From an optimization exercise on the open Yosys and OpenROAD flow, aimed at small area; shortcuts taken in it are not production practice.
At most, simulation tests tie the RTL to the original design; equivalence was not proved.
Power is estimated from default activity; no workload was simulated.

==> 10-02: inputs <==
Design Main_Piano_VGA, start of the top module:
module Main_Piano_VGA(
	input clock,
	input reset,
	input [5:0] teclas,
	output H_sync,
	output V_sync,
	output [2:0]RGB,
	output [5:0]sound4
	);
Settings: LEC_CHECK=0, CAP_MARGIN=20, CORE_MARGIN=2, CORE_UTILIZATION=70, CTS_BUF_LIST=sky130_fd_sc_hd__clkbuf_16, CTS_CLUSTER_DIAMETER=50, CTS_CLUSTER_SIZE=30, SLEW_MARGIN=20; clock period 20.0 ns.
run.sh (not shown) runs the stock make flow with config.mk's settings and CLKGATE_MAP_FILE= SYNTH_SCRIPT=/design/flow/synth_recipe.tcl, a recipe that flattens the netlist after the stock synthesis.
==> 05-01 (differences from 10-02) <==
--- a/flow/design.v
+++ b/flow/design.v
@@ -1,16 +1,16 @@
 `timescale 1ns / 1ps
 module ROM(
     input [4:0] address,
     output [5:0] data
     );
-	localparam [31:0] ROW0 = 32'b00000000000000000010001110000110;
-	localparam [31:0] ROW1 = 32'b11011001110000111000111111110010;
-	localparam [31:0] ROW2 = 32'b01010110001101011100001110000000;
-	localparam [31:0] ROW3 = 32'b01000100000011001010111111110100;
-	localparam [31:0] ROW4 = 32'b01111000000000111001111111111000;
-	localparam [31:0] ROW5 = 32'b11100000000000000111111111111111;
+	localparam [31:0] ROW0 = 32'b10001000010010001000000010000000;
+	localparam [31:0] ROW1 = 32'b11011101101100111110010010001011;
+	localparam [31:0] ROW2 = 32'b10000100101000001010001111110100;
+	localparam [31:0] ROW3 = 32'b11010001110011101010001010101000;
+	localparam [31:0] ROW4 = 32'b11010111101100101011110010001000;
+	localparam [31:0] ROW5 = 32'b11111011110010101101100011001000;
 	assign data[0] = ROW0[address];
 	assign data[1] = ROW1[address];
 	assign data[2] = ROW2[address];
 	assign data[3] = ROW3[address];
 	assign data[4] = ROW4[address];
@@ -32,16 +32,14 @@
 	localparam [W-1:0] POL = {((W+1)/2){2'b10}};
 	reg [W-1:0] r;
 	wire [W-1:0] s = r ^ POL;
 	assign tick = ((s ^ TERM) & MASK) == {W{1'b0}};
 	wire fb = ^(s & TAPS);
-	wire [W-1:0] nxt = {s[W-2:0], fb} ^ (DIFF & {W{tick}});
-	always @(posedge clk)
-		if (reset)
-			r <= S0 ^ POL;
-		else
-			r <= nxt ^ POL;
+	wire [W-1:0] nxt = {s[W-2:0], fb};
+	wire [W-1:0] ld = {W{reset}} | (DIFF & {W{tick}});
+	always @(posedge clk)
+		r <= (ld & (S0 ^ POL)) | (~ld & (nxt ^ POL));
 endmodule
 `timescale 1ns / 1ps
 module MainSound(
     input clk,
     input reset,
@@ -163,29 +161,30 @@
 	wire [5:0] s = take ? teclas : sel_q;
 	reg lvl;
 	wire lvl_n = (s == 6'd0) ? lvl : o[s[4:0]];
 	wire step = lvl_n & ~lvl;
 	reg [4:0] addr;
+	wire addr_fb = addr[4] ^ addr[1] ^ (addr[3:0] == 4'd0);
 	reg played;
 	wire [5:0] rom_q;
 	ROM samples_rom(addr, rom_q);
 	assign sample = played ? rom_q : 6'd0;
 	always @(posedge clk)
 		if (reset)
 		begin
 			sel_q <= 6'd0;
 			lvl <= 1'b0;
-			addr <= 5'd31;
+			addr <= 5'd14;
 			played <= 1'b0;
 		end
 		else
 		begin
 			sel_q <= s;
 			lvl <= lvl_n;
 			if (step)
 			begin
-				addr <= addr + 5'd1;
+				addr <= {addr[3:0], addr_fb};
 				played <= 1'b1;
 			end
 		end
 endmodule
 `timescale 1ns / 1ps
==> flow/flow/run.sh (new file) <==
#!/bin/bash
# The standard layout (standard.sh) with two changes:
# - clock tree synthesis without dummy loads, with one level of sink
#   clusters of up to 34 flip-flops within 90 um, all on clkbuf_16;
# - the smallest buffer (buf_1) on the input and output ports.
export CTS_ARGS="-sink_clustering_enable -repair_clock_nets -dont_use_dummy_load -buf_list sky130_fd_sc_hd__clkbuf_16 -root_buf sky130_fd_sc_hd__clkbuf_16 -sink_clustering_buffer sky130_fd_sc_hd__clkbuf_16 -sink_clustering_levels 1 -sink_clustering_size 34 -sink_clustering_max_diameter 90"
export BUFFER_PORTS_ARGS="-buffer_cell sky130_fd_sc_hd__buf_1"
bash standard.sh > standard.log 2>&1
==> flow/standard.sh (new file) <==
#!/bin/bash
# synth_recipe.tcl (not shown) runs the flow's synth.tcl, then flattens the netlist and writes it again
# the make line also repeats each setting of config.mk as NAME=value (left out here)
make -C /OpenROAD-flow-scripts/flow DESIGN_CONFIG=/design/flow/config.mk WORK_HOME=/design/flow/orfs CLKGATE_MAP_FILE= SYNTH_SCRIPT=/design/flow/synth_recipe.tcl "${@:-finish}"
--- a/flow/config.mk
+++ b/flow/config.mk
@@ -6,9 +6,6 @@
 export NUM_CORES = 4
 export LEC_CHECK = 0
 export CAP_MARGIN = 20
 export CORE_MARGIN = 2
 export CORE_UTILIZATION = 70
-export CTS_BUF_LIST = sky130_fd_sc_hd__clkbuf_16
-export CTS_CLUSTER_DIAMETER = 50
-export CTS_CLUSTER_SIZE = 30
 export SLEW_MARGIN = 20
removed: flow/run.sh
==> 11-14 (differences from 10-02) <==
==> flow/flow/run.sh (new file) <==
#!/bin/bash
# Standard layout with these changes: clock tree synthesis without dummy
# loads and with larger sink clusters, the smallest buffer on the ports, and
# power recovery (downsizing) after global routing.
export CTS_ARGS="-sink_clustering_enable -repair_clock_nets -dont_use_dummy_load -buf_list sky130_fd_sc_hd__clkbuf_8 -root_buf sky130_fd_sc_hd__clkbuf_16 -sink_clustering_buffer sky130_fd_sc_hd__clkbuf_16 -sink_clustering_size 45 -sink_clustering_max_diameter 45"
export BUFFER_PORTS_ARGS="-buffer_cell sky130_fd_sc_hd__buf_1"
export RECOVER_POWER=100
bash standard.sh > standard.log 2>&1
==> flow/standard.sh (new file) <==
#!/bin/bash
# synth_recipe.tcl (not shown) runs the flow's synth.tcl, then flattens the netlist and writes it again
# the make line also repeats each setting of config.mk as NAME=value (left out here)
make -C /OpenROAD-flow-scripts/flow DESIGN_CONFIG=/design/flow/config.mk WORK_HOME=/design/flow/orfs CLKGATE_MAP_FILE= SYNTH_SCRIPT=/design/flow/synth_recipe.tcl "${@:-finish}"
==> flow/config.mk (replaced) <==
export PLATFORM = sky130hd
export DESIGN_NAME = Main_Piano_VGA
export DESIGN_NICKNAME = Main_Piano_VGA
export VERILOG_FILES = /design/flow/design.v
export SDC_FILE = /design/flow/constraint.sdc
export NUM_CORES = 4
export LEC_CHECK = 0
export CAP_MARGIN = 20
export CORE_MARGIN = 2
export CORE_UTILIZATION = 80
export SLEW_MARGIN = 20
removed: flow/run.sh
==> summary of the runs <==
05-01 completed with no timing, DRC or antenna violations. 11-14 reached the layout checks and failed them: capacitance limit, slew limit. 10-02 produced a clean layout. The lowest fmax belongs to 11-14, the highest to 05-01. The highest worst setup slack belongs to 05-01, the lowest to 11-14. Non-clock buffer count is the same in 05-01 and 11-14. The highest final area belongs to 10-02, the lowest to 05-01. Cell count, lowest first: 05-01, 11-14, 10-02. Sequential power is about the same in 10-02 and 11-14. The lowest worst hold slack belongs to 11-14, the highest to 10-02. Between 10-02 and 11-14, the lower power is in 11-14 (gap 6.1%, measured against 11-14). Clock power: 10-02 > 11-14 > 05-01.

========
==> inputs of v18 <==
==> flow/design.v <==
`timescale 1ns / 1ps
module ROM(
    input [4:0] address,
    output reg [5:0] data
    );
	always @(*)
	begin
		case(address)
			0: data = 6'b100000;
			1: data = 6'b100011;
			2: data = 6'b101001;
			3: data = 6'b110000;
			4: data = 6'b111010;
			5: data = 6'b111010;
			6: data = 6'b111010;
			7: data = 6'b111111;
			8: data = 6'b111111;
			9: data = 6'b111111;
			10: data = 6'b111010;
			11: data = 6'b111010;
			12: data = 6'b110000;
			13: data = 6'b101001;
			14: data = 6'b100100;
			15: data = 6'b011110;
			16: data = 6'b010110;
			17: data = 6'b010010;
			18: data = 6'b001100;
			19: data = 6'b001000;
			20: data = 6'b000100;
			21: data = 6'b000100;
			22: data = 6'b000010;
			23: data = 6'b000010;
			24: data = 6'b000010;
			25: data = 6'b000100;
			26: data = 6'b001100;
			27: data = 6'b010010;
			28: data = 6'b010110;
			29: data = 6'b110000;
			30: data = 6'b111110;
			31: data = 6'b100010;
			default: data = 6'b000000;
		endcase
	end
endmodule
`timescale 1ns / 1ps
module Clk_Div #(
	parameter W = 4,
	parameter [W-1:0] TAPS = 0,
	parameter [W-1:0] S0 = 1,
	parameter [W-1:0] TERM = 0,
	parameter [W-1:0] MASK = 0,
	parameter FULL = 0
	)(
	input clk,
	input reset,
	output tick
	);
	reg [W-1:0] s;
	assign tick = ((s ^ TERM) & MASK) == {W{1'b0}};
	wire fb = ^(s & TAPS);
	always @(posedge clk)
		if (reset || (FULL == 0 && tick))
			s <= S0;
		else
			s <= {s[W-2:0], fb};
endmodule
`timescale 1ns / 1ps
module MainSound(
    input clk,
    input reset,
    input [5:0] teclas,
    input t2,
    output [5:0] sample
    );
	reg [3:0] p16;
	always @(posedge clk)
		if (reset) p16 <= 4'd0;
		else p16 <= p16 + {3'd0, t2};
	wire t8 = t2 & p16[0] & p16[1];
	wire t16 = t8 & p16[2];
	wire t32 = t16 & p16[3];
	wire t3;
	Clk_Div #(.W(2), .TAPS(2'd3), .S0(2'd1), .TERM(2'd2), .MASK(2'd1), .FULL(1)) c3(.clk(clk), .reset(reset), .tick(t3));
	wire t5;
	Clk_Div #(.W(3), .TAPS(3'd5), .S0(3'd1), .TERM(3'd5), .MASK(3'd6), .FULL(0)) c5(.clk(clk), .reset(reset), .tick(t5));
	wire t7;
	Clk_Div #(.W(3), .TAPS(3'd5), .S0(3'd1), .TERM(3'd4), .MASK(3'd3), .FULL(1)) c7(.clk(clk), .reset(reset), .tick(t7));
	wire t11;
	Clk_Div #(.W(4), .TAPS(4'd9), .S0(4'd1), .TERM(4'd12), .MASK(4'd3), .FULL(0)) c11(.clk(clk), .reset(reset), .tick(t11));
	wire t13;
	Clk_Div #(.W(4), .TAPS(4'd9), .S0(4'd1), .TERM(4'd2), .MASK(4'd13), .FULL(0)) c13(.clk(clk), .reset(reset), .tick(t13));
	wire t17;
	Clk_Div #(.W(5), .TAPS(5'd18), .S0(5'd23), .TERM(5'd6), .MASK(5'd25), .FULL(0)) c17(.clk(clk), .reset(reset), .tick(t17));
	wire t31;
	Clk_Div #(.W(5), .TAPS(5'd18), .S0(5'd1), .TERM(5'd16), .MASK(5'd15), .FULL(1)) c31(.clk(clk), .reset(reset), .tick(t31));
	wire t37;
	Clk_Div #(.W(6), .TAPS(6'd33), .S0(6'd1), .TERM(6'd56), .MASK(6'd7), .FULL(0)) c37(.clk(clk), .reset(reset), .tick(t37));
	wire t43;
	Clk_Div #(.W(6), .TAPS(6'd33), .S0(6'd62), .TERM(6'd10), .MASK(6'd53), .FULL(0)) c43(.clk(clk), .reset(reset), .tick(t43));
	wire t83;
	Clk_Div #(.W(7), .TAPS(7'd65), .S0(7'd41), .TERM(7'd34), .MASK(7'd85), .FULL(0)) c83(.clk(clk), .reset(reset), .tick(t83));
	wire t113;
	Clk_Div #(.W(7), .TAPS(7'd65), .S0(7'd1), .TERM(7'd80), .MASK(7'd47), .FULL(0)) c113(.clk(clk), .reset(reset), .tick(t113));
	wire t127;
	Clk_Div #(.W(7), .TAPS(7'd65), .S0(7'd1), .TERM(7'd64), .MASK(7'd63), .FULL(1)) c127(.clk(clk), .reset(reset), .tick(t127));
	wire t157;
	Clk_Div #(.W(8), .TAPS(8'd195), .S0(8'd215), .TERM(8'd188), .MASK(8'd79), .FULL(0)) c157(.clk(clk), .reset(reset), .tick(t157));
	wire t269;
	Clk_Div #(.W(9), .TAPS(9'd264), .S0(9'd2), .TERM(9'd470), .MASK(9'd175), .FULL(0)) c269(.clk(clk), .reset(reset), .tick(t269));
	wire t353;
	Clk_Div #(.W(9), .TAPS(9'd264), .S0(9'd285), .TERM(9'd305), .MASK(9'd207), .FULL(0)) c353(.clk(clk), .reset(reset), .tick(t353));
	wire t359;
	Clk_Div #(.W(9), .TAPS(9'd264), .S0(9'd100), .TERM(9'd305), .MASK(9'd207), .FULL(0)) c359(.clk(clk), .reset(reset), .tick(t359));
	wire t383;
	Clk_Div #(.W(9), .TAPS(9'd264), .S0(9'd34), .TERM(9'd102), .MASK(9'd491), .FULL(0)) c383(.clk(clk), .reset(reset), .tick(t383));
	wire t419;
	Clk_Div #(.W(9), .TAPS(9'd264), .S0(9'd347), .TERM(9'd20), .MASK(9'd491), .FULL(0)) c419(.clk(clk), .reset(reset), .tick(t419));
	wire t499;
	Clk_Div #(.W(9), .TAPS(9'd264), .S0(9'd8), .TERM(9'd272), .MASK(9'd239), .FULL(0)) c499(.clk(clk), .reset(reset), .tick(t499));
	wire t529;
	Clk_Div #(.W(10), .TAPS(10'd516), .S0(10'd233), .TERM(10'd641), .MASK(10'd311), .FULL(0)) c529(.clk(clk), .reset(reset), .tick(t529));
	wire t593;
	Clk_Div #(.W(10), .TAPS(10'd516), .S0(10'd699), .TERM(10'd641), .MASK(10'd311), .FULL(0)) c593(.clk(clk), .reset(reset), .tick(t593));
	wire t839;
	Clk_Div #(.W(10), .TAPS(10'd516), .S0(10'd380), .TERM(10'd40), .MASK(10'd983), .FULL(0)) c839(.clk(clk), .reset(reset), .tick(t839));
	wire t1999;
	Clk_Div #(.W(11), .TAPS(11'd1026), .S0(11'd21), .TERM(11'd1028), .MASK(11'd1019), .FULL(0)) c1999(.clk(clk), .reset(reset), .tick(t1999));
	wire t2239;
	Clk_Div #(.W(12), .TAPS(12'd2179), .S0(12'd3062), .TERM(12'd154), .MASK(12'd2549), .FULL(0)) c2239(.clk(clk), .reset(reset), .tick(t2239));
	reg [1:0] q9;
	wire l9 = q9[1];
	wire t9 = t3 & l9;
	always @(posedge clk)
		if (reset | t9) q9 <= 2'd0;
		else q9 <= q9 + {1'd0, t3};
	reg [8:0] q2375;
	wire l2375 = q2375[1] & q2375[3] & q2375[4] & q2375[6] & q2375[7] & q2375[8];
	wire t2375 = t5 & l2375;
	always @(posedge clk)
		if (reset | t2375) q2375 <= 9'd0;
		else q2375 <= q2375 + {8'd0, t5};
	reg [6:0] q1331;
	wire l1331 = q1331[3] & q1331[4] & q1331[5] & q1331[6];
	wire t1331 = t11 & l1331;
	always @(posedge clk)
		if (reset | t1331) q1331 <= 7'd0;
		else q1331 <= q1331 + {6'd0, t11};
	reg [31:0] o;
	wire d0 = t2 & t3 & t499;   
	wire d1 = t499;   
	wire d2 = t529;   
	wire d3 = t16 & t5 & t7;   
	wire d4 = t593;   
	wire d5 = t17 & t37;   
	wire d6 = t2 & t9 & t37;   
	wire d7 = t2 & t353;   
	wire d8 = t9 & t83;   
	wire d9 = t8 & t9 & t11;   
	wire d10 = t839;   
	wire d11 = t8 & t3 & t37;   
	wire d12 = t2 & t3 & t157;   
	wire d13 = t2 & t499;   
	wire d14 = t2 & t529;   
	wire d15 = t32 & t5 & t7;   
	wire d16 = t2 & t593;   
	wire d17 = t3 & t419;   
	wire d18 = t1331;   
	wire d19 = t17 & t83;   
	wire d20 = t2 & t9 & t83;   
	wire d21 = t2 & t7 & t113;   
	wire d22 = t3 & t13 & t43;   
	wire d23 = t16 & t3 & t37;   
	wire d24 = t7 & t269;   
	wire d25 = t1999;   
	wire d26 = t2 & t3 & t383;   
	wire d27 = t2239;   
	wire d28 = t2375;   
	wire d29 = t7 & t359;   
	wire d30 = t3 & t7 & t127;   
	wire d31 = t7 & t13 & t31;   
	always @(posedge clk)
		if (reset) o <= 32'd0;
		else o <= o ^ {d31, d30, d29, d28, d27, d26, d25, d24, d23, d22, d21, d20, d19, d18, d17, d16, d15, d14, d13, d12, d11, d10, d9, d8, d7, d6, d5, d4, d3, d2, d1, d0};
	reg [5:0] sel_q;
	wire take = ~teclas[5] | (teclas[4:0] == 5'd0);
	wire [5:0] s = take ? teclas : sel_q;
	reg lvl;
	wire lvl_n = (s == 6'd0) ? lvl : o[s[4:0]];
	wire step = lvl_n & ~lvl;
	reg [4:0] addr;
	reg played;
	wire [5:0] rom_q;
	ROM samples_rom(addr, rom_q);
	assign sample = played ? rom_q : 6'd0;
	always @(posedge clk)
		if (reset)
		begin
			sel_q <= 6'd0;
			lvl <= 1'b0;
			addr <= 5'd31;
			played <= 1'b0;
		end
		else
		begin
			sel_q <= s;
			lvl <= lvl_n;
			if (step)
			begin
				addr <= addr + 5'd1;
				played <= 1'b1;
			end
		end
endmodule
`timescale 1ns / 1ps
module Logica_VGA(
	input clock,
	input reset,
	input [5:0] tecla,
	output [2:0] RGB,
	output H_sync,
	output V_sync,
	output t2
	);
	reg [6:0] r2;
	reg [4:0] q;
	reg [1:0] m;
	reg [7:0] l;
	reg pressed;
	wire qlast = q[4] & q[2];                                    
	wire rwrap = qlast ? (r2[5] & r2[2] & r2[1] & r2[0])         
	                   : (r2[6] & r2[3] & r2[2] & r2[0]);        
	wire [6:0] r2_n = rwrap ? 7'd0 : r2 + 7'd1;
	wire [4:0] q_n = rwrap ? (qlast ? 5'd0 : q + 5'd1) : q;
	wire vinc = qlast & (r2[3:0] == 4'hF) & ~r2[4];              
	wire lwrap = m[1] ? (l[5] & l[3] & l[2])                     
	                  : (l[7] & l[6] & l[5] & l[3] & l[2] & l[1] & l[0]);  
	wire valid = tecla[5] ? (tecla[4:0] == 5'd0) : (tecla[4:0] != 5'd0);
	wire [4:0] ti = tecla[4:0] - 5'd1;
	wire match = valid & (q_n[3:0] == ti[3:0]) & (ti[4] == m[0]);
	always @(posedge clock)
		if (r2[0])
			pressed <= match;
	always @(posedge clock)
		if (reset)
		begin
			r2 <= 7'd17;
			q <= 5'd20;
			m <= 2'd2;
			l <= 8'd32;
		end
		else
		begin
			r2 <= r2_n;
			q <= q_n;
			if (vinc)
			begin
				l <= lwrap ? 8'd0 : l + 8'd1;
				if (lwrap)
					m <= m[1] ? 2'd0 : m + 2'd1;
			end
		end
	wire rows = ~m[1] & ~(l[7] & l[6] & (l[5] | (l[4] & l[3])));   
	wire lit = ~q[4] & ~r2[6] & rows;
	assign RGB = {lit, lit & ~pressed, lit};
	assign H_sync = ~((q == 5'd16 && r2 >= 7'd40) || q == 5'd17 || (q == 5'd18 && r2 < 7'd76));
	assign V_sync = ~(m[0] & (l == 8'd237 || l == 8'd238));       
	assign t2 = ~r2[0];
endmodule
`timescale 1ns / 1ps
module Piano_VGA(
	input clk50mhz,
	input reset,
	input [5:0] tecla,
	output [2:0] RGB,
	output H_sync,
	output V_sync,
	output t2
	);
	Logica_VGA vga_logic (clk50mhz, reset, tecla, RGB, H_sync, V_sync, t2);
endmodule
`timescale 1ns / 1ps
module Main_Piano_VGA(
	input clock,
	input reset,
	input [5:0] teclas,
	output H_sync,
	output V_sync,
	output [2:0]RGB,
	output [5:0]sound4
	);
	wire t2;
	Piano_VGA vga(clock, reset, teclas, RGB, H_sync, V_sync, t2);
	MainSound sound(clock, reset, teclas, t2, sound4);
endmodule
==> flow/run.sh <==
#!/bin/bash
# synth_recipe.tcl (not shown) runs the flow's synth.tcl, then flattens the netlist and writes it again
# the make line also repeats each setting of config.mk as NAME=value (left out here)
make -C /OpenROAD-flow-scripts/flow DESIGN_CONFIG=/design/flow/config.mk WORK_HOME=/design/flow/orfs CLKGATE_MAP_FILE= SYNTH_SCRIPT=/design/flow/synth_recipe.tcl finish
==> flow/config.mk <==
export PLATFORM = sky130hd
export DESIGN_NAME = Main_Piano_VGA
export DESIGN_NICKNAME = Main_Piano_VGA
export VERILOG_FILES = /design/flow/design.v
export SDC_FILE = /design/flow/constraint.sdc
export NUM_CORES = 4
export LEC_CHECK = 0
export CAP_MARGIN = 20
export CORE_MARGIN = 2
export CORE_UTILIZATION = 40
export CTS_BUF_LIST = sky130_fd_sc_hd__clkbuf_8
export CTS_CLUSTER_DIAMETER = 50
export CTS_CLUSTER_SIZE = 16
export SLEW_MARGIN = 20
==> flow/constraint.sdc <==
create_clock -name core_clock -period 20.0 [get_ports {clock}]
set_input_delay 4.0000 -clock core_clock [delete_from_list [all_inputs] [get_ports {clock}]]
set_output_delay 4.0000 -clock core_clock [all_outputs]
set_load 0.01 [all_outputs]
==> inputs of v28, as changes to v18 <==
==> flow/design.v, changed modules only <==
module Logica_VGA(
	input clock,
	input reset,
	input [5:0] tecla,
	output [2:0] RGB,
	output H_sync,
	output V_sync,
	output t2
	);
	reg [6:0] r2;
	reg [4:0] q;
	reg [9:0] V_count;
	reg pressed;
	wire qlast = q[4] & q[2];                                    
	wire rwrap = qlast ? (r2[5] & r2[2] & r2[1] & r2[0])         
	                   : (r2[6] & r2[3] & r2[2] & r2[0]);        
	wire [6:0] r2_n = rwrap ? 7'd0 : r2 + 7'd1;
	wire [4:0] q_n = rwrap ? (qlast ? 5'd0 : q + 5'd1) : q;
	wire vinc = qlast & (r2[3:0] == 4'hF) & ~r2[4];              
	wire vlast = V_count[9] & V_count[3] & V_count[2];           
	wire valid = tecla[5] ? (tecla[4:0] == 5'd0) : (tecla[4:0] != 5'd0);
	wire [4:0] ti = tecla[4:0] - 5'd1;
	wire lower = V_count[9] | V_count[8] | (V_count[7:4] == 4'hF);  
	wire match = valid & (q_n[3:0] == ti[3:0]) & (ti[4] == lower);
	always @(posedge clock)
		if (reset)
		begin
			r2 <= 7'd17;
			q <= 5'd20;
			V_count <= 10'd0;
			pressed <= 1'b0;
		end
		else
		begin
			r2 <= r2_n;
			q <= q_n;
			if (vinc)
				V_count <= vlast ? 10'd0 : V_count + 10'd1;
			if (r2[0])
				pressed <= match;
		end
	wire rows = (V_count > 12 && V_count <= 228) || (V_count > 252 && V_count <= 468);
	wire lit = ~q[4] & ~r2[6] & rows;
	assign RGB = {lit, lit & ~pressed, lit};
	assign H_sync = ~((q == 5'd16 && r2 >= 7'd40) || q == 5'd17 || (q == 5'd18 && r2 < 7'd76));
	assign V_sync = ~(V_count[9:1] == 9'd245);
	assign t2 = ~r2[0];
endmodule
--- a/flow/config.mk
+++ b/flow/config.mk
@@ -7,8 +7,7 @@
 export LEC_CHECK = 0
 export CAP_MARGIN = 20
 export CORE_MARGIN = 2
-export CORE_UTILIZATION = 40
-export CTS_BUF_LIST = sky130_fd_sc_hd__clkbuf_8
-export CTS_CLUSTER_DIAMETER = 50
-export CTS_CLUSTER_SIZE = 16
+export CORE_UTILIZATION = 60
+export CTS_BUF_LIST = sky130_fd_sc_hd__clkbuf_4
+export CTS_CLUSTER_SIZE = 20
 export SLEW_MARGIN = 20
==> impl_metrics.json <==
{
  "outcome": "finished clean",
  "clkPwrFrac_pct": 37.3,
  "power_density_mw_per_mm2": 101,
  "crit_end": "sound.rom_q[1]",
  "first_iter_violations": 318,
  "design_area_sq_mm": 0.0112,
  "comb-power_mw": 0.116,
  "synth_xor_xnor_area_share_pct": 7.80,
  "final_cell_mix": "dfxtp_1 (270), nor2_1 (120), clkbuf_4 (94), nor2b_1 (68), nand2_1 (62)",
  "n_fill_cell": 1291,
  "max_freq_mhz": 115,
  "ff_latch_area_sq_mm": 0.00541,
  "seq_area_frac_synth_pct": 53.5,
  "fin_crit_ns": 8.68,
  "nNetsFinal": 1103,
  "clock-root-buffer": "clkbuf_4",
  "dpl_cell_area_sq_mm": 0.0104
}
Source of the figures above: v28

==> impl_metrics.json <==
{
  "first_iter_violations": 382,
  "power_density_mw_per_mm2": 98.0,
  "final_cell_mix": "dfxtp_1 (269), nor2_1 (115), nand2_1 (76), nor2b_1 (65), xnor2_1 (47)",
  "dpl_cell_area_sq_mm": 0.0104,
  "synth_xor_xnor_area_share_pct": 7.81,
  "outcome": "finished clean",
  "clkPwrFrac_pct": 34.4,
  "crit_end": "sound.rom_q[4]",
  "fin_crit_ns": 8.69,
  "n_fill_cell": 2351,
  "seq_area_frac_synth_pct": 54.3,
  "ff_latch_area_sq_mm": 0.00542
}
Source of the figures above: v18

The RTL of v18 was laid out without a check of its function.

[afterwards: timing with drivers on the ports]
The flow's constraints put no driver on any port. The routed layouts listed below were extracted and timed again, unchanged, in two steps. Step 1, drivers: a clkbuf_16 drives clock and a buf_2 each remaining input, both assumed. Step 2 times the ports against the registers' clock, not the clock port: input delays grow and output delays shrink by t, the midpoint of the rising clock arrivals with the driver on. Slacks: ideal ports / drivers / drivers and shift; pairs: ideal ports / drivers.
| run | t, ns | slack for setup (ns) | hold slack, ns |
|---|---|---|---|
| 10-02 | 0.541 | 12.147 / 12.154 / 11.613 | 0.373 / 0.373 / 0.373 |
| 05-01 | 0.499 | 12.799 / 12.818 / 12.319 | 0.373 / 0.373 / 0.373 |
| 11-14 | 0.520 | 11.146 / 11.161 / 10.641 | 0.365 / 0.365 / 0.365 |
| v18 | 0.593 | 11.314 / 11.304 / 10.710 | 0.380 / 0.380 / 0.380 |
| v28 | 0.664 | 11.316 / 11.322 / 10.658 | 0.395 / 0.395 / 0.395 |
For v28, which loses most, drivers alone change the setup slack by +0.006 ns; drivers and shift together by -0.658 ns.
